From an optimization exercise on the open Yosys and OpenROAD flow, aimed at small area; shortcuts taken in it are not production practice.
No run shown here included a check of the RTL's function; only the layout flow was run.
The clock port is modelled as an ideal driver; clocking choices that lean on that would not hold on a real chip.
Power and IR drop assume default switching activity.

## flow/design.v (module list and top-level ports; edited modules follow where they fit)
// module c6288_top: 139 lines
// module Circuit6288h: 41 lines
// module TopLevel6288b: 1334 lines
// module nd: 4 lines
// module iv: 4 lines
// module fa: 5 lines
// module ha: 5 lines
// module xn: 4 lines
// module o2: 4 lines
// module incb: 5 lines
// module incl: 4 lines
// module aoi: 4 lines
// module oai: 4 lines
// module xo: 4 lines
// module ndb: 4 lines
// module cco: 4 lines
module c6288_top (clk,
    in256, in239, in222, in205, in188, in171, in154, in137, in120, in103, in86, in69, in52, in35, in18, in1, in528, in511, in494, in477, in460, in443, in426, in409, in392, in375, in358, in341, in324, in307, in290, in273,
    out6287, out6288, out6280, out6270, out6260, out6250, out6240, out6230, out6220, out6210, out6200, out6190, out6180, out6170, out6160, out6150, out6123, out5971, out5672, out5308, out4946, out4591, out4241, out3895, out3552, out3211, out2877, out2548, out2223, out1901, out1581, out545);
  // ...
==> flow/flow/run.sh <==
#!/bin/bash
set -euo pipefail
bash standard.sh \
  "BUFFER_PORTS_ARGS=-inputs -buffer_cell sky130_fd_sc_hd__buf_1" \
  "PRE_GLOBAL_PLACE_TCL=$PWD/flow/outbuf.tcl" \
  "PRE_CTS_TCL=$PWD/flow/clkbuf.tcl" \
  "CTS_ARGS=-clk_nets clk -dont_use_dummy_load" \
  finish > standard_flow.log 2>&1
==> flow/flow/clkbuf.tcl <==
# Clock tree by hand: the clock port drives 4 clock buffers; the
# flip-flops are split into 4 sectors by their angle around the core
# centre, and each buffer sits at the centre of its sector's flip-flops and
# drives them.  TritonCTS is then told to skip the clock net (CTS_ARGS).
set ngroups 4
set bufcell sky130_fd_sc_hd__clkbuf_4
set block [ord::get_db_block]
set dbu [$block getDbUnitsPerMicron]
set core [$block getCoreArea]
set cx [expr { ([$core xMin] + [$core xMax]) / 2.0 }]
set cy [expr { ([$core yMin] + [$core yMax]) / 2.0 }]
set sinks {}
foreach pin [get_pins -of_objects [get_nets clk] -filter "direction == input"] {
  set inst [$block findInst [get_full_name [get_cells -of_objects $pin]]]
  set loc [$inst getLocation]
  set a [expr { atan2([lindex $loc 1] - $cy, [lindex $loc 0] - $cx) }]
  lappend sinks [list $a [lindex $loc 0] [lindex $loc 1] [get_full_name $pin]]
}
set sinks [lsort -real -index 0 $sinks]
set n [llength $sinks]
# rotate the start so that the largest angular gap separates the first and last sector
set best 0; set gap -1
for {set k 0} {$k < $n} {incr k} {
  set a0 [lindex $sinks [expr { ($k + $n - 1) % $n }] 0]
  set a1 [lindex $sinks $k 0]
  set d [expr { $a1 - $a0 }]
  if { $d < 0 } { set d [expr { $d + 2 * 3.14159265 }] }
  if { $d > $gap } { set gap $d; set best $k }
}
set sinks [concat [lrange $sinks $best end] [lrange $sinks 0 [expr { $best - 1 }]]]
for {set i 0} {$i < $ngroups} {incr i} {
  set lo [expr { $i * $n / $ngroups }]
  set hi [expr { ($i + 1) * $n / $ngroups - 1 }]
  set sx 0.0; set sy 0.0; set pins {}
  foreach s [lrange $sinks $lo $hi] {
    set sx [expr { $sx + [lindex $s 1] }]
    set sy [expr { $sy + [lindex $s 2] }]
    lappend pins [get_pins [lindex $s 3]]
  }
  set m [llength $pins]
  insert_buffer -buffer_cell $bufcell -net clk -load_pins $pins \
    -location [list [expr { $sx / $m / $dbu }] [expr { $sy / $m / $dbu }]] \
    -buffer_name clkbuf_s$i -net_name clk_s$i
}
puts "clock split into $ngroups buffers over $n flip-flops"
global_connect
detailed_placement
==> flow/flow/outbuf.tcl <==
# Buffer every output port with the smallest buffer and keep those buffers
# (global_place.tcl's remove_buffers would otherwise take them out again).
# The inputs are buffered by the standard buffer_ports call after this hook.
buffer_ports -outputs -buffer_cell sky130_fd_sc_hd__buf_1
# connect the new buffers' power and ground pins by the design's global rules
global_connect
set n 0
foreach port [get_ports out*] {
  set net [get_nets [get_full_name $port]]
  foreach pin [get_pins -of_objects $net -filter "direction == output"] {
    set_dont_touch [get_cells -of_objects $pin]
    incr n
  }
}
puts "dont_touch set on $n output buffers"
if { $n != 32 } { error "expected 32 output buffers, found $n" }
==> flow/standard.sh <==
#!/bin/bash
# synth_recipe.tcl (not shown) runs the flow's synth.tcl, then flattens the netlist and writes it again
# the make line also repeats each setting of config.mk as NAME=value (left out here)
make -C /OpenROAD-flow-scripts/flow DESIGN_CONFIG=/design/flow/config.mk WORK_HOME=/design/flow/orfs CLKGATE_MAP_FILE= SYNTH_SCRIPT=/design/flow/synth_recipe.tcl "${@:-finish}"
==> flow/config.mk <==
export PLATFORM = sky130hd
export DESIGN_NAME = c6288_top
export DESIGN_NICKNAME = c6288_top
export VERILOG_FILES = /design/flow/design.v
export SDC_FILE = /design/flow/constraint.sdc
export NUM_CORES = 4
export LEC_CHECK = 0
export CAP_MARGIN = 20
export CORE_MARGIN = 2
export CORE_UTILIZATION = 40
export GPL_TIMING_DRIVEN = 0
export SLEW_MARGIN = 20
export SYNTH_HIERARCHICAL = 1
export SYNTH_MINIMUM_KEEP_SIZE = 0
==> flow/constraint.sdc <==
create_clock -name core_clock -period 10.0 [get_ports {clk}]
set_input_delay 2.0000 -clock core_clock [delete_from_list [all_inputs] [get_ports {clk}]]
set_output_delay 2.0000 -clock core_clock [all_outputs]
set_load 0.01 [all_outputs]
==> out/results.txt, run 1 <==
run status -> timing/DRC/antenna clean
Most Frequent Cell on Critical Path -> o21ai_1
Min Hold Slack -> 2.41 ns
DP Area -> 7130 um^2
Worst Slack Setup Final -> 1.23 ns
Post-Synth Adder-Cell Area -> 64.0%
Seq/total area -> 8.95%
post-CTS sizing -> 0
gr usage total -> 20.3%
final net count -> 932
most common cell in the netlist -> nand2_1
Mapped Nets -> 862
commonest non-fill, non-tap cell in the layout -> nand2_1
worst setup path end -> out6280
final non-filler cell total -> 902
count of flip-flops and latches -> 32
Area growth, synth to finish -> 8.25%
Max IR drop VDD -> 0.254 mV
mean post-synth cell area -> 10.8 um^2
number of global-route vias before repair -> 5,510
CP Launch Type -> input pin
GR Util met2 -> 34.2%
largest net degree at the start of global routing -> 17
Worst EP arrival -> 8.82 ns
Post-route DRC -> 0
mapped cell area -> 6610 um^2
post-DP HPWL -> 12.7 mm
# fillers -> 1,641
Reg power frac -> 11.5%
post-synth top area share -> 62.1%
WHS Path Cells -> 3
==> inputs of run 2 (changes only) <==
--- a/flow/design.v
+++ b/flow/design.v
@@ -1353,170 +1353,172 @@
   wire c913;
   fa u914 (.a(c822), .b(s824), .c(c910), .s(s912), .co(c913));
   wire s915;
   wire c916;
   fa u917 (.a(c825), .b(s827), .c(c913), .s(s915), .co(c916));
   wire s918;
   wire c919;
   fa u920 (.a(c828), .b(s830), .c(c916), .s(s918), .co(c919));
-  iv u921 (.a(n_0_0), .y(P[0]));
-  iv u922 (.a(s902), .y(P[1]));
-  iv u923 (.a(s906), .y(P[2]));
-  iv u924 (.a(s909), .y(P[3]));
-  iv u925 (.a(s912), .y(P[4]));
-  iv u926 (.a(s915), .y(P[5]));
-  iv u927 (.a(s918), .y(P[6]));
-  wire p928;
-  wire g929;
-  ha u930 (.a(c831), .b(s833), .s(p928), .co(g929));
-  xn u931 (.a(p928), .b(c919), .y(P[7]));
-  wire cb932;
-  aoi u933 (.a(p928), .b(c919), .c(g929), .y(cb932));
-  wire pb934;
-  wire gb935;
-  xn u936 (.a(c834), .b(s836), .y(pb934));
-  nd u937 (.a(c834), .b(s836), .y(gb935));
-  xn u938 (.a(pb934), .b(cb932), .y(P[8]));
-  wire c939;
-  oai u940 (.a(pb934), .b(cb932), .c(gb935), .y(c939));
-  wire p941;
-  wire g942;
-  ha u943 (.a(c837), .b(s839), .s(p941), .co(g942));
-  xn u944 (.a(p941), .b(c939), .y(P[9]));
-  wire cb945;
-  aoi u946 (.a(p941), .b(c939), .c(g942), .y(cb945));
-  wire pb947;
-  wire gb948;
-  xn u949 (.a(c840), .b(s842), .y(pb947));
-  nd u950 (.a(c840), .b(s842), .y(gb948));
-  xn u951 (.a(pb947), .b(cb945), .y(P[10]));
-  wire c952;
-  oai u953 (.a(pb947), .b(cb945), .c(gb948), .y(c952));
-  wire p954;
-  wire g955;
-  ha u956 (.a(c843), .b(s845), .s(p954), .co(g955));
-  xn u957 (.a(p954), .b(c952), .y(P[11]));
-  wire cb958;
-  aoi u959 (.a(p954), .b(c952), .c(g955), .y(cb958));
-  wire pb960;
-  wire gb961;
-  xn u962 (.a(c846), .b(s848), .y(pb960));
-  nd u963 (.a(c846), .b(s848), .y(gb961));
-  xn u964 (.a(pb960), .b(cb958), .y(P[12]));
-  wire c965;
-  oai u966 (.a(pb960), .b(cb958), .c(gb961), .y(c965));
-  wire p967;
-  wire g968;
-  ha u969 (.a(c849), .b(s851), .s(p967), .co(g968));
-  xn u970 (.a(p967), .b(c965), .y(P[13]));
-  wire cb971;
-  aoi u972 (.a(p967), .b(c965), .c(g968), .y(cb971));
-  wire pb973;
-  wire gb974;
-  xn u975 (.a(c852), .b(s854), .y(pb973));
-  nd u976 (.a(c852), .b(s854), .y(gb974));
-  xn u977 (.a(pb973), .b(cb971), .y(P[14]));
-  wire c978;
-  oai u979 (.a(pb973), .b(cb971), .c(gb974), .y(c978));
-  wire p980;
-  wire g981;
-  ha u982 (.a(c855), .b(s857), .s(p980), .co(g981));
-  xn u983 (.a(p980), .b(c978), .y(P[15]));
-  wire cb984;
-  aoi u985 (.a(p980), .b(c978), .c(g981), .y(cb984));
-  wire pb986;
-  wire gb987;
-  xn u988 (.a(c858), .b(s860), .y(pb986));
-  nd u989 (.a(c858), .b(s860), .y(gb987));
-  xn u990 (.a(pb986), .b(cb984), .y(P[16]));
-  wire c991;
-  oai u992 (.a(pb986), .b(cb984), .c(gb987), .y(c991));
-  wire p993;
-  wire g994;
-  ha u995 (.a(c861), .b(s863), .s(p993), .co(g994));
-  xn u996 (.a(p993), .b(c991), .y(P[17]));
-  wire cb997;
-  aoi u998 (.a(p993), .b(c991), .c(g994), .y(cb997));
-  wire pb999;
-  wire gb1000;
-  xn u1001 (.a(c864), .b(s866), .y(pb999));
-  nd u1002 (.a(c864), .b(s866), .y(gb1000));
-  xn u1003 (.a(pb999), .b(cb997), .y(P[18]));
-  wire c1004;
-  oai u1005 (.a(pb999), .b(cb997), .c(gb1000), .y(c1004));
-  wire p1006;
-  wire g1007;
-  ha u1008 (.a(c867), .b(s869), .s(p1006), .co(g1007));
-  xn u1009 (.a(p1006), .b(c1004), .y(P[19]));
-  wire cb1010;
-  aoi u1011 (.a(p1006), .b(c1004), .c(g1007), .y(cb1010));
-  wire pb1012;
-  wire gb1013;
-  xn u1014 (.a(c870), .b(s872), .y(pb1012));
-  nd u1015 (.a(c870), .b(s872), .y(gb1013));
-  xn u1016 (.a(pb1012), .b(cb1010), .y(P[20]));
-  wire c1017;
-  oai u1018 (.a(pb1012), .b(cb1010), .c(gb1013), .y(c1017));
-  wire p1019;
-  wire g1020;
-  ha u1021 (.a(c873), .b(s875), .s(p1019), .co(g1020));
-  xn u1022 (.a(p1019), .b(c1017), .y(P[21]));
-  wire cb1023;
-  aoi u1024 (.a(p1019), .b(c1017), .c(g1020), .y(cb1023));
-  wire pb1025;
-  wire gb1026;
-  xn u1027 (.a(c876), .b(s878), .y(pb1025));
-  nd u1028 (.a(c876), .b(s878), .y(gb1026));
-  xn u1029 (.a(pb1025), .b(cb1023), .y(P[22]));
-  wire c1030;
-  oai u1031 (.a(pb1025), .b(cb1023), .c(gb1026), .y(c1030));
-  wire p1032;
-  wire g1033;
-  ha u1034 (.a(c879), .b(s881), .s(p1032), .co(g1033));
-  xn u1035 (.a(p1032), .b(c1030), .y(P[23]));
-  wire cb1036;
-  aoi u1037 (.a(p1032), .b(c1030), .c(g1033), .y(cb1036));
-  wire pb1038;
-  wire gb1039;
-  xn u1040 (.a(c882), .b(s884), .y(pb1038));
-  nd u1041 (.a(c882), .b(s884), .y(gb1039));
-  xn u1042 (.a(pb1038), .b(cb1036), .y(P[24]));
-  wire c1043;
-  oai u1044 (.a(pb1038), .b(cb1036), .c(gb1039), .y(c1043));
-  wire s1045;
-  wire c1046;
-  ha u1047 (.a(s887), .b(c885), .s(s1045), .co(c1046));
-  wire s1048;
-  wire c1049;
-  fa u1050 (.a(s890), .b(c888), .c(c1046), .s(s1048), .co(c1049));
-  wire s1051;
-  wire c1052;
-  fa u1053 (.a(s893), .b(c891), .c(c1049), .s(s1051), .co(c1052));
-  wire s1054;
+  wire s921;
+  wire c922;
+  fa u923 (.a(c831), .b(s833), .c(c919), .s(s921), .co(c922));
+  wire s924;
+  wire c925;
+  fa u926 (.a(c834), .b(s836), .c(c922), .s(s924), .co(c925));
+  wire s927;
+  wire c928;
+  fa u929 (.a(c837), .b(s839), .c(c925), .s(s927), .co(c928));
+  iv u930 (.a(n_0_0), .y(P[0]));
+  iv u931 (.a(s902), .y(P[1]));
+  iv u932 (.a(s906), .y(P[2]));
+  iv u933 (.a(s909), .y(P[3]));
+  iv u934 (.a(s912), .y(P[4]));
+  iv u935 (.a(s915), .y(P[5]));
+  iv u936 (.a(s918), .y(P[6]));
+  iv u937 (.a(s921), .y(P[7]));
+  iv u938 (.a(s924), .y(P[8]));
+  iv u939 (.a(s927), .y(P[9]));
+  wire p940;
+  wire g941;
+  ha u942 (.a(c840), .b(s842), .s(p940), .co(g941));
+  xn u943 (.a(p940), .b(c928), .y(P[10]));
+  wire cb944;
+  aoi u945 (.a(p940), .b(c928), .c(g941), .y(cb944));
+  wire pb946;
+  wire gb947;
+  xn u948 (.a(c843), .b(s845), .y(pb946));
+  nd u949 (.a(c843), .b(s845), .y(gb947));
+  xn u950 (.a(pb946), .b(cb944), .y(P[11]));
+  wire c951;
+  oai u952 (.a(pb946), .b(cb944), .c(gb947), .y(c951));
+  wire p953;
+  wire g954;
+  ha u955 (.a(c846), .b(s848), .s(p953), .co(g954));
+  xn u956 (.a(p953), .b(c951), .y(P[12]));
+  wire cb957;
+  aoi u958 (.a(p953), .b(c951), .c(g954), .y(cb957));
+  wire pb959;
+  wire gb960;
+  xn u961 (.a(c849), .b(s851), .y(pb959));
+  nd u962 (.a(c849), .b(s851), .y(gb960));
+  xn u963 (.a(pb959), .b(cb957), .y(P[13]));
+  wire c964;
+  oai u965 (.a(pb959), .b(cb957), .c(gb960), .y(c964));
+  wire p966;
+  wire g967;
+  ha u968 (.a(c852), .b(s854), .s(p966), .co(g967));
+  xn u969 (.a(p966), .b(c964), .y(P[14]));
+  wire cb970;
+  aoi u971 (.a(p966), .b(c964), .c(g967), .y(cb970));
+  wire pb972;
+  wire gb973;
+  xn u974 (.a(c855), .b(s857), .y(pb972));
+  nd u975 (.a(c855), .b(s857), .y(gb973));
+  xn u976 (.a(pb972), .b(cb970), .y(P[15]));
+  wire c977;
+  oai u978 (.a(pb972), .b(cb970), .c(gb973), .y(c977));
+  wire p979;
+  wire g980;
+  ha u981 (.a(c858), .b(s860), .s(p979), .co(g980));
+  xn u982 (.a(p979), .b(c977), .y(P[16]));
+  wire cb983;
+  aoi u984 (.a(p979), .b(c977), .c(g980), .y(cb983));
+  wire pb985;
+  wire gb986;
+  xn u987 (.a(c861), .b(s863), .y(pb985));
+  nd u988 (.a(c861), .b(s863), .y(gb986));
+  xn u989 (.a(pb985), .b(cb983), .y(P[17]));
+  wire c990;
+  oai u991 (.a(pb985), .b(cb983), .c(gb986), .y(c990));
+  wire p992;
+  wire g993;
+  ha u994 (.a(c864), .b(s866), .s(p992), .co(g993));
+  xn u995 (.a(p992), .b(c990), .y(P[18]));
+  wire cb996;
+  aoi u997 (.a(p992), .b(c990), .c(g993), .y(cb996));
+  wire pb998;
+  wire gb999;
+  xn u1000 (.a(c867), .b(s869), .y(pb998));
+  nd u1001 (.a(c867), .b(s869), .y(gb999));
+  xn u1002 (.a(pb998), .b(cb996), .y(P[19]));
+  wire c1003;
+  oai u1004 (.a(pb998), .b(cb996), .c(gb999), .y(c1003));
+  wire p1005;
+  wire g1006;
+  ha u1007 (.a(c870), .b(s872), .s(p1005), .co(g1006));
+  xn u1008 (.a(p1005), .b(c1003), .y(P[20]));
+  wire cb1009;
+  aoi u1010 (.a(p1005), .b(c1003), .c(g1006), .y(cb1009));
+  wire pb1011;
+  wire gb1012;
+  xn u1013 (.a(c873), .b(s875), .y(pb1011));
+  nd u1014 (.a(c873), .b(s875), .y(gb1012));
+  xn u1015 (.a(pb1011), .b(cb1009), .y(P[21]));
+  wire c1016;
+  oai u1017 (.a(pb1011), .b(cb1009), .c(gb1012), .y(c1016));
+  wire p1018;
+  wire g1019;
+  ha u1020 (.a(c876), .b(s878), .s(p1018), .co(g1019));
+  xn u1021 (.a(p1018), .b(c1016), .y(P[22]));
+  wire cb1022;
+  aoi u1023 (.a(p1018), .b(c1016), .c(g1019), .y(cb1022));
+  wire pb1024;
+  wire gb1025;
+  xn u1026 (.a(c879), .b(s881), .y(pb1024));
+  nd u1027 (.a(c879), .b(s881), .y(gb1025));
+  xn u1028 (.a(pb1024), .b(cb1022), .y(P[23]));
+  wire c1029;
+  oai u1030 (.a(pb1024), .b(cb1022), .c(gb1025), .y(c1029));
+  wire p1031;
+  wire g1032;
+  ha u1033 (.a(c882), .b(s884), .s(p1031), .co(g1032));
+  xn u1034 (.a(p1031), .b(c1029), .y(P[24]));
+  wire cb1035;
+  aoi u1036 (.a(p1031), .b(c1029), .c(g1032), .y(cb1035));
+  wire pb1037;
+  wire gb1038;
+  xn u1039 (.a(s887), .b(c885), .y(pb1037));
+  nd u1040 (.a(s887), .b(c885), .y(gb1038));
+  xn u1041 (.a(pb1037), .b(cb1035), .y(P[25]));
+  wire c1042;
+  oai u1043 (.a(pb1037), .b(cb1035), .c(gb1038), .y(c1042));
+  wire p1044;
+  wire g1045;
+  ha u1046 (.a(s890), .b(c888), .s(p1044), .co(g1045));
+  xn u1047 (.a(p1044), .b(c1042), .y(P[26]));
+  wire cb1048;
+  aoi u1049 (.a(p1044), .b(c1042), .c(g1045), .y(cb1048));
+  wire pb1050;
+  wire gb1051;
+  xn u1052 (.a(s893), .b(c891), .y(pb1050));
+  nd u1053 (.a(s893), .b(c891), .y(gb1051));
+  xn u1054 (.a(pb1050), .b(cb1048), .y(P[27]));
   wire c1055;
-  fa u1056 (.a(s896), .b(c894), .c(c1052), .s(s1054), .co(c1055));
-  wire s1057;
-  wire c1058;
-  fa u1059 (.a(s899), .b(c897), .c(c1055), .s(s1057), .co(c1058));
-  wire s1060;
-  wire c1061;
-  fa u1062 (.a(n_15_15), .b(c900), .c(c1058), .s(s1060), .co(c1061));
-  xn u1063 (.a(s1045), .b(c1043), .y(P[25]));
-  wire t1064;
-  incb u1065 (.s0(s1048), .cin(c1043), .t(s1045), .p(P[26]), .tn(t1064));
-  wire t1066;
-  incb u1067 (.s0(s1051), .cin(c1043), .t(t1064), .p(P[27]), .tn(t1066));
-  wire t1068;
-  incb u1069 (.s0(s1054), .cin(c1043), .t(t1066), .p(P[28]), .tn(t1068));
-  wire t1070;
-  incb u1071 (.s0(s1057), .cin(c1043), .t(t1068), .p(P[29]), .tn(t1070));
-  wire t1072;
-  incb u1073 (.s0(s1060), .cin(c1043), .t(t1070), .p(P[30]), .tn(t1072));
-  incl u1074 (.s0(c1061), .cin(c1043), .t(t1072), .p(P[31]));
+  oai u1056 (.a(pb1050), .b(cb1048), .c(gb1051), .y(c1055));
+  wire p1057;
+  wire g1058;
+  ha u1059 (.a(s896), .b(c894), .s(p1057), .co(g1058));
+  xn u1060 (.a(p1057), .b(c1055), .y(P[28]));
+  wire cb1061;
+  aoi u1062 (.a(p1057), .b(c1055), .c(g1058), .y(cb1061));
+  wire pb1063;
+  wire gb1064;
+  xn u1065 (.a(s899), .b(c897), .y(pb1063));
+  nd u1066 (.a(s899), .b(c897), .y(gb1064));
+  xn u1067 (.a(pb1063), .b(cb1061), .y(P[29]));
+  wire c1068;
+  oai u1069 (.a(pb1063), .b(cb1061), .c(gb1064), .y(c1068));
+  wire p1070;
+  wire g1071;
+  ha u1072 (.a(n_15_15), .b(c900), .s(p1070), .co(g1071));
+  xn u1073 (.a(p1070), .b(c1068), .y(P[30]));
+  wire cb1074;
+  aoi u1075 (.a(p1070), .b(c1068), .c(g1071), .y(cb1074));
+  assign P[31] = cb1074;
 endmodule  
 module nd (a, b, y);
   input a, b; output y;
   assign y = ~(a & b);
 endmodule
 module iv (a, y);
   input a; output y;
   assign y = ~a;
==> out/results.txt, run 2 <==
run status -> timing/DRC/antenna clean
Hold Crit Start -> in1
Tcrit/Tclk final -> 94.2%
layout cells sized above 1 -> 4.15%
Synth Area in XOR/XNOR -> 6.29%
# rows -> 46
initial antenna violation count -> 1
vias -> 4,709
final setup fails -> 0
Top FF cell, synth -> dfxtp_1
most common cell in the netlist -> nand2_1
Slew Limit Headroom -> 29.7%
Post-Synth Simple-Gate Area -> 16.8%
Die Span Y -> 132 um
Yosys cell types -> 10
Seq cells post-synth -> 32
Vias per Instance -> 5.29
Worst EP arrival -> 9.53 ns (+0.71 ns)
post-CTS sizing -> 11 (+11)
clk slew on worst S/H paths -> 0.09 ns
post-DP HPWL -> 12.3 mm (-3.1%)
first-pass GRT wire length -> 27.6 mm
combinational family with the most area after synthesis -> adder cells
critical path type -> in2reg
Synthesis Warnings -> 7
Worst Hold Endpoint -> out545
Detailed Route WL -> 16.3 mm
WL per Instance -> 18.3 um
final hold violations -> 0
mean post-synth cell area -> 10.8 um^2 (+0.10%)
number of global-route vias before repair -> 5,428 (-1.5%)
Mapped Nets -> 854 (-0.93%)
mapped cell area -> 6540 um^2 (-1.0%)
Area growth, synth to finish -> 8.49%
sequential area share after synthesis -> 9.79%
WHS Path Cells -> 3 (unchanged)
Iteration-0 DRC Markers -> 322
Slowest cell on crit path -> fa_1
die area -> 17,400 um^2
FFs w/ async S/R, synth -> 0%
Post-Synth Adder-Cell Area -> 64.2% (+0.25 points)
Crit. End Element -> flip-flop
GR Overflow Total -> 0
Post-CTS Setup Inserts -> 0
unrepaired setup endpoints after global routing -> false
CP required -> 10.11 ns
Min Hold Slack -> 2.26 ns (-0.154 ns)
Post-CTS Hold Buffers -> 0
Antenna Cells -> 0
Post-route DRC -> 0 (unchanged)
fmax -> 0.106 GHz
post-synth top area share -> 62.1% (about the same)
final worst path period need -> 9.42 ns
Port Buffers -> 64
Worst Slack Setup Final -> 0.579 ns (-0.652 ns)
gr usage total -> 19.8% (-0.57 points)
Worst path max stage delay -> 0.46 ns
final net count -> 924 (-0.86%)
IO Count -> 65
Antenna Nets Post-Route -> 0
top cells by area, synth -> fa_1 62%, nand2_1 15%, dfxtp_1 9.8%
Pleak -> 2.38 nW
Die Wd -> 132 um
largest fanout on the critical path -> 16
Max IR drop VDD -> 0.228 mV (-10%)
core area -> 15,900 um^2
Post-Syn Instances -> 607
largest net degree at the start of global routing -> 17 (unchanged)
Initial Util -> 41.0%
Most Frequent Cell on Critical Path -> a21oi_2
EDFF count, synth -> 0
Final Max Slew Viols -> 0
cell accounting for the most synthesized area -> fa_1
Slew @ Worst Pin -> 1.05 ns
worst hold path class -> in2reg
CP Launch Type -> input pin
Synth Area in Compound Gates -> 2.24%
commonest cells after routing, fill and taps aside -> 266 x nand2_1, 203 x fa_1, 52 x buf_1
fin util -> 44.5%
number of max-cap violations -> 0
Placement Setup Slack -> -0.0319 ns
first-pass detailed-route iteration total -> 5
Synth top cells by count -> 266 x nand2_1, 203 x fa_1, 47 x xnor2_1
commonest non-fill, non-tap cell in the layout -> nand2_1
gpl congestion -> 0.835
multiplexer share of the synthesized area -> 0%
power per cell area -> 301 nW/um^2
run 2: cell count changes in the layout (fill, tap and decap cells not counted):
| cell | delta |
|---|---|
| a21oi_2 | +2 |
| buf_1 | -12 |
| nand2_1 | -5 |
| xor2_1 | -6 |
| fa_1 | -2 |
| clkbuf_2 | +5 |
| xnor2_1 | +3 |
| buf_2 | +7 |
| o21ai_1 | +1 |
| buf_4 | +1 |
| and2_2 | -5 |
| inv_1 | +3 |
| ha_1 | +1 |
run 2: layer usage:
metal	GRT usage (%)	vias up	wire length [um]
li1	-	1987	-
met5	0	-	0
met2	34.1	239	8350
met4	4.29	0	306
met1	26.3	2461	6200
met3	3.46	22	1460
run 2: layout make-up, without the clock buffers:
type / instances / area, um^2
plain buffers: 1 / 7.51
inverters: 10 / 37.5
well taps: 216 / 270
flip-flops and latches: 32 / 641
repair buffers: 64 / 255
fillers: 1566 / 8840
multi-input cells: 564 / 5860
run 2: how the worst max path moves through the flow:
stage / from / endpoint / slack, ns
after floorplan: in1 / out6287 / 1.54
after global placement: in307 / out6287 / 0.04
after detailed placement: in52 / out6287 / -0.03
after CTS: in273 / out6287 / 0.02
after global routing: in1 / out6287 / 0.01
final: in52 / out6287 / 0.58
run 2: critical path: cells and delay by family:
kind	cells	cell delay [ns]
AOI/OAI and AO/OA	21	3.42
xor gates and xnor gates	1	0.20
adders and majority gates	8	3.30
buffers and inverters	2	0.44
and+or+nand+nor	1	0.15
run 2: logic make-up after synthesis:
group                    count (synthesis)
AND/OR/NAND/NOR                        282
adder cells (fa/ha/maj)                214
AO/OA/AOI/OAI                           21
flip-flops                              32
buffers and inverters                   11
XOR/XNOR                                47
run 2: per-stage QoR:
step	area [um^2]	power, W	TNS [ns]	instances
finish	7100	0.00214	0	891
global placement	7050	0.00209	0	887
global route	7100	0.00241	0	891
floorplan	6540	0.00177	0	607
detailed placement	7050	0.00212	-0.0346	887
CTS	7120	0.00217	0	891
run 2: power breakdown:
group	switching (W)	total (W)	internal [W]
Clock	0.0000353	0.0000545	0.0000192
Combinational	0.000944	0.00183	0.000888
Sequential	0.0000149	0.000252	0.000237
Total	0.000994	0.00214	0.00114
run 2: per-module statistics from Yosys (local to each module, per instance), excerpt:
module | cells | flops+latches | times used | area [um^2]
ha | 1 | 0 | 11 | 12.5
nd | 1 | 0 | 266 | 3.75
TopLevel6288b | 1 | 0 | 1 | 7.51
oai | 1 | 0 | 10 | 5.00
xn | 1 | 0 | 47 | 8.76
iv | 1 | 0 | 10 | 3.75
aoi | 1 | 0 | 11 | 8.76
fa | 1 | 0 | 203 | 20.0
c6288_top | 32 | 32 | 1 | 641
o2 | 1 | 0 | 16 | 6.26
==> inputs of run 3 (changes only) <==
==> flow/flow/run.sh (replaced) <==
#!/bin/bash
set -euo pipefail
bash standard.sh \
  "BUFFER_PORTS_ARGS=-inputs -buffer_cell sky130_fd_sc_hd__buf_1" \
  "PRE_GLOBAL_PLACE_TCL=$PWD/flow/outbuf.tcl" \
  "POST_FLOORPLAN_TCL=$PWD/flow/downsize.tcl" \
  "PRE_CTS_TCL=$PWD/flow/clkbuf.tcl" \
  "CTS_ARGS=-clk_nets clk -dont_use_dummy_load" \
  finish > standard_flow.log 2>&1
==> flow/flow/downsize.tcl (new file) <==
# Area recovery after synthesis: ABC sizes some logic gates up for a load it
# assumes; set every such gate back to its smallest (_1) size with the same
# function.  The later timing repairs size gates up again where a path needs it.
set n 0
foreach inst [[ord::get_db_block] getInsts] {
  set m [[$inst getMaster] getName]
  if { [regexp {^(sky130_fd_sc_hd__(a21oi|a21o|and2|or2|o21ai|nand2|nor2|xnor2|xor2|inv|ha|fa))_[248]$} $m -> base] } {
    replace_cell [$inst getName] ${base}_1
    incr n
  }
}
puts "downsized $n gates"
--- a/flow/config.mk
+++ b/flow/config.mk
@@ -9,6 +9,7 @@
 export CORE_MARGIN = 2
 export CORE_UTILIZATION = 40
 export GPL_TIMING_DRIVEN = 0
+export SETUP_SLACK_MARGIN = -0.4
 export SLEW_MARGIN = 20
 export SYNTH_HIERARCHICAL = 1
 export SYNTH_MINIMUM_KEEP_SIZE = 0
==> out/results.txt, run 3 <==
Post-Syn Instances -> 607 (unchanged)
sequential area share after synthesis -> 9.79% (unchanged)
worst setup path end -> out6287
fmax -> 0.103 GHz (-3.3%)
final setup fails -> 0 (unchanged)
Detailed Route WL -> 16.8 mm (+3.0%)
IO Count -> 65 (unchanged)
Initial Util -> 41.0% (unchanged)
Post-CTS Setup Inserts -> 0 (unchanged)
Pint -> 0.00113 W (-1.4%)
cell accounting for the most synthesized area -> fa_1
EDFF count, synth -> 0 (unchanged)
combinational share of power -> 85.3% (-0.4 points)
Antenna Nets Post-Route -> 0 (unchanged)
FFs w/ async S/R, synth -> 0% (unchanged)
Reg power frac -> 11.9% (about the same)
Placement Setup Slack -> -0.740 ns (-0.708 ns)
net switching power -> 0.000993 W (-0.13%)
critical path type -> in2reg
worst hold path class -> in2reg
clk slew on worst S/H paths -> 0.10 ns (about the same)
Pleak -> 2.40 nW (+0.48%)
vias -> 4,741 (+0.68%)
Worst EP arrival -> 9.86 ns (+0.33 ns)
largest fanout on the critical path -> 16 (unchanged)
Yosys cell types -> 10 (unchanged)
layout cells sized above 1 -> 3.40% (-0.75 points)
first-pass GRT wire length -> 28.6 mm (+3.8%)
crit path from -> in341
CP required -> 10.12 ns (about the same)
post-DP HPWL -> 12.8 mm (+3.8%)
Seq cells post-synth -> 32 (unchanged)
Mapped Nets -> 854 (unchanged)
die area -> 17,400 um^2 (unchanged)
Top FF cell, synth -> dfxtp_1
CP Launch Type -> input pin
Worst Slack Setup Final -> 0.260 ns (-0.319 ns)
top cells by area, synth -> fa_1 62%, nand2_1 15%, dfxtp_1 9.8%
number of global-route vias before repair -> 5,585 (+2.9%)
Vias per Instance -> 5.32 (+0.57%)
Slowest cell on crit path -> fa_1
final hold violations -> 0 (unchanged)
fin util -> 44.6% (+0.12 points)
Worst path max stage delay -> 0.52 ns (+0.06 ns)
final worst path period need -> 9.74 ns (+0.319 ns)
Synth top cells by count -> 266 x nand2_1, 203 x fa_1, 47 x xnor2_1
Port Buffers -> 64 (unchanged)
Min Hold Slack -> 2.21 ns (-0.0419 ns)
Tcrit/Tclk final -> 97.4% (+3.2 points)
final net count -> 925 (+0.11%)
post-CTS sizing -> 31 (+20)
power per cell area -> 298 nW/um^2 (-1.0%)
mapped cell area -> 6540 um^2 (unchanged)
Die Wd -> 132 um (unchanged)
Post-CTS Hold Buffers -> 0 (unchanged)
most common cell in the netlist -> nand2_1
initial antenna violation count -> 1 (unchanged)
number of max-cap violations -> 0 (unchanged)
core area -> 15,900 um^2 (unchanged)
commonest cells after routing, fill and taps aside -> 266 x nand2_1, 203 x fa_1, 52 x buf_1
first-pass detailed-route iteration total -> 4 (-1)
Max IR drop VDD -> 0.216 mV (-4.9%)
Most Frequent Cell on Critical Path -> o21ai_1
Iteration-0 DRC Markers -> 365 (+13%)
Crit. End Element -> flip-flop
Area growth, synth to finish -> 8.78%
Sw Share -> 46.8% (+0.31 points)
Slew @ Worst Pin -> 1.09 ns (+0.0345 ns)
Die Span Y -> 132 um (unchanged)
clock power share -> 2.8% (+0.3 points)
run status -> timing/DRC/antenna clean
Final Max Slew Viols -> 0 (unchanged)
WL per Instance -> 18.8 um (+2.9%)
mean post-synth cell area -> 10.8 um^2 (unchanged)
largest net degree at the start of global routing -> 17 (unchanged)
gr usage total -> 20.4% (+0.68 points)
post-synth top area share -> 62.1% (unchanged)
Post-route DRC -> 0 (unchanged)
GR Overflow Total -> 0 (unchanged)
commonest non-fill, non-tap cell in the layout -> nand2_1
Antenna Cells -> 0 (unchanged)
Synthesis Warnings -> 7 (unchanged)
Slew Limit Headroom -> 27.4% (-2.3 points)
gpl congestion -> 0.815 (-2.4%)
# rows -> 46 (unchanged)
==> run 3: final cells by class, without the clock buffers <==
cell class	instances	area (um^2)
fill	1549	8820
multi-input combinational	564	5840
sequential	32	641
timing repair buffer	65	297
tap	216	270
inverter	10	37.5
buffer	1	7.51
==> run 3: cells by family (layout without fill, tap and decap cells) <==
kind of cell / count (synthesis) / in the layout / share of synthesized area (%)
xor+xnor: 47 / 47 / 6.29
flops: 32 / 32 / 9.79
compound gates: 21 / 21 / 2.24
simple gates: 282 / 282 / 16.8
buf+inv: 11 / 80 / 0.688
fa+ha+maj: 214 / 214 / 64.2
==> run 3: worst max-delay path, delay by kind of cell <==
family          cells  cell delay (ns)
fa+ha+maj           8             3.49
simple gates        1             0.12
compound gates     21             3.80
buf+inv             2             0.45
==> run 3: power by group through the flow <==
stage / sequential (W) / combinational, W / clock (W)
6_report: 0.000252 / 0.00181 / 0.0000588
3_3_place_gp: 0.000256 / 0.00174 / 0
4_1_cts: 0.000257 / 0.00179 / 0.0000384
2_1_floorplan: 0.000288 / 0.00149 / 0
5_1_grt: 0.000258 / 0.00206 / 0.0000677
3_5_place_dp: 0.000256 / 0.00178 / 0
==> run 3: through the flow <==
stage / instance area, um^2 / power (W) / TNS, ns / instances
floorplan: 6540 / 0.00177 / 0 / 607
global placement: 7010 / 0.00199 / -1.56 / 887
detailed placement: 7010 / 0.00204 / -2.34 / 887
CTS: 7070 / 0.00209 / -0.871 / 891
global route: 7120 / 0.00238 / -0.654 / 892
finish: 7120 / 0.00212 / 0 / 892
==> run 3: how the worst min path moves through the flow <==
stage	from	to	slack, ns	cells past startpoint
finish	in273	out545	2.21	3
detailed placement	out6220	out6220	2.39	1
floorplan	in273	out545	2.09	2
global route	in273	out545	2.21	3
CTS	out5672	out5672	2.39	1
global placement	out5672	out5672	2.39	1
==> run 3: layer usage <==
layer  GRT usage [%]  vias to the layer above  part of all wire, %  wire [um]
met3            1.77                       26                  6.5       1090
met2            36.4                      186                   52       8810
met4            5.07                        2                  2.3        381
met1            27.1                     2536                   39       6510
li1                -                     1991                    -          -
met5               0                        -                0.077         13
==> run 3: per-module statistics from Yosys, one instance, submodules excluded, excerpt <==
module / cell area, um^2 / times used / flip-flops and latches / cells inside
TopLevel6288b: 7.51 / 1 / 0 / 1
aoi: 8.76 / 11 / 0 / 1
c6288_top: 641 / 1 / 32 / 32
fa: 20.0 / 203 / 0 / 1
ha: 12.5 / 11 / 0 / 1
iv: 3.75 / 10 / 0 / 1
nd: 3.75 / 266 / 0 / 1
o2: 6.26 / 16 / 0 / 1
oai: 5.00 / 10 / 0 / 1
xn: 8.76 / 47 / 0 / 1

what the ideal ports hide:
How much do the figures lean on ideal ports? The routed layouts below were timed once more, with nothing changed but the port constraints.
Step 1 (the two cells are an assumption about what drives the block):
set clk [get_ports {clk}]
set_driving_cell -lib_cell sky130_fd_sc_hd__clkbuf_16 $clk
set_driving_cell -lib_cell sky130_fd_sc_hd__buf_2 [delete_from_list [all_inputs] $clk]
Step 2 adds t to the input delays and takes it off the output delays; t is the mean of the earliest and latest rising clock arrival at the registers after step 1. Input paths then give back, and output paths get back, about the clock's delay inside the block.
a / b / c = ideal ports / drivers / drivers and shift; a / b = the first two.
run	t, ns	setup slack, ns	worst setup path at the end
run 1	0.236	1.231 / 1.261 / 1.024	input to register
run 2	0.224	0.579 / 0.613 / 0.389	input to register
run 3	0.228	0.260 / 0.301 / 0.073	input to register
After both steps every run listed still meets setup and hold. For run 1, which loses most, drivers alone change the setup slack by +0.030 ns; drivers and shift together by -0.207 ns.
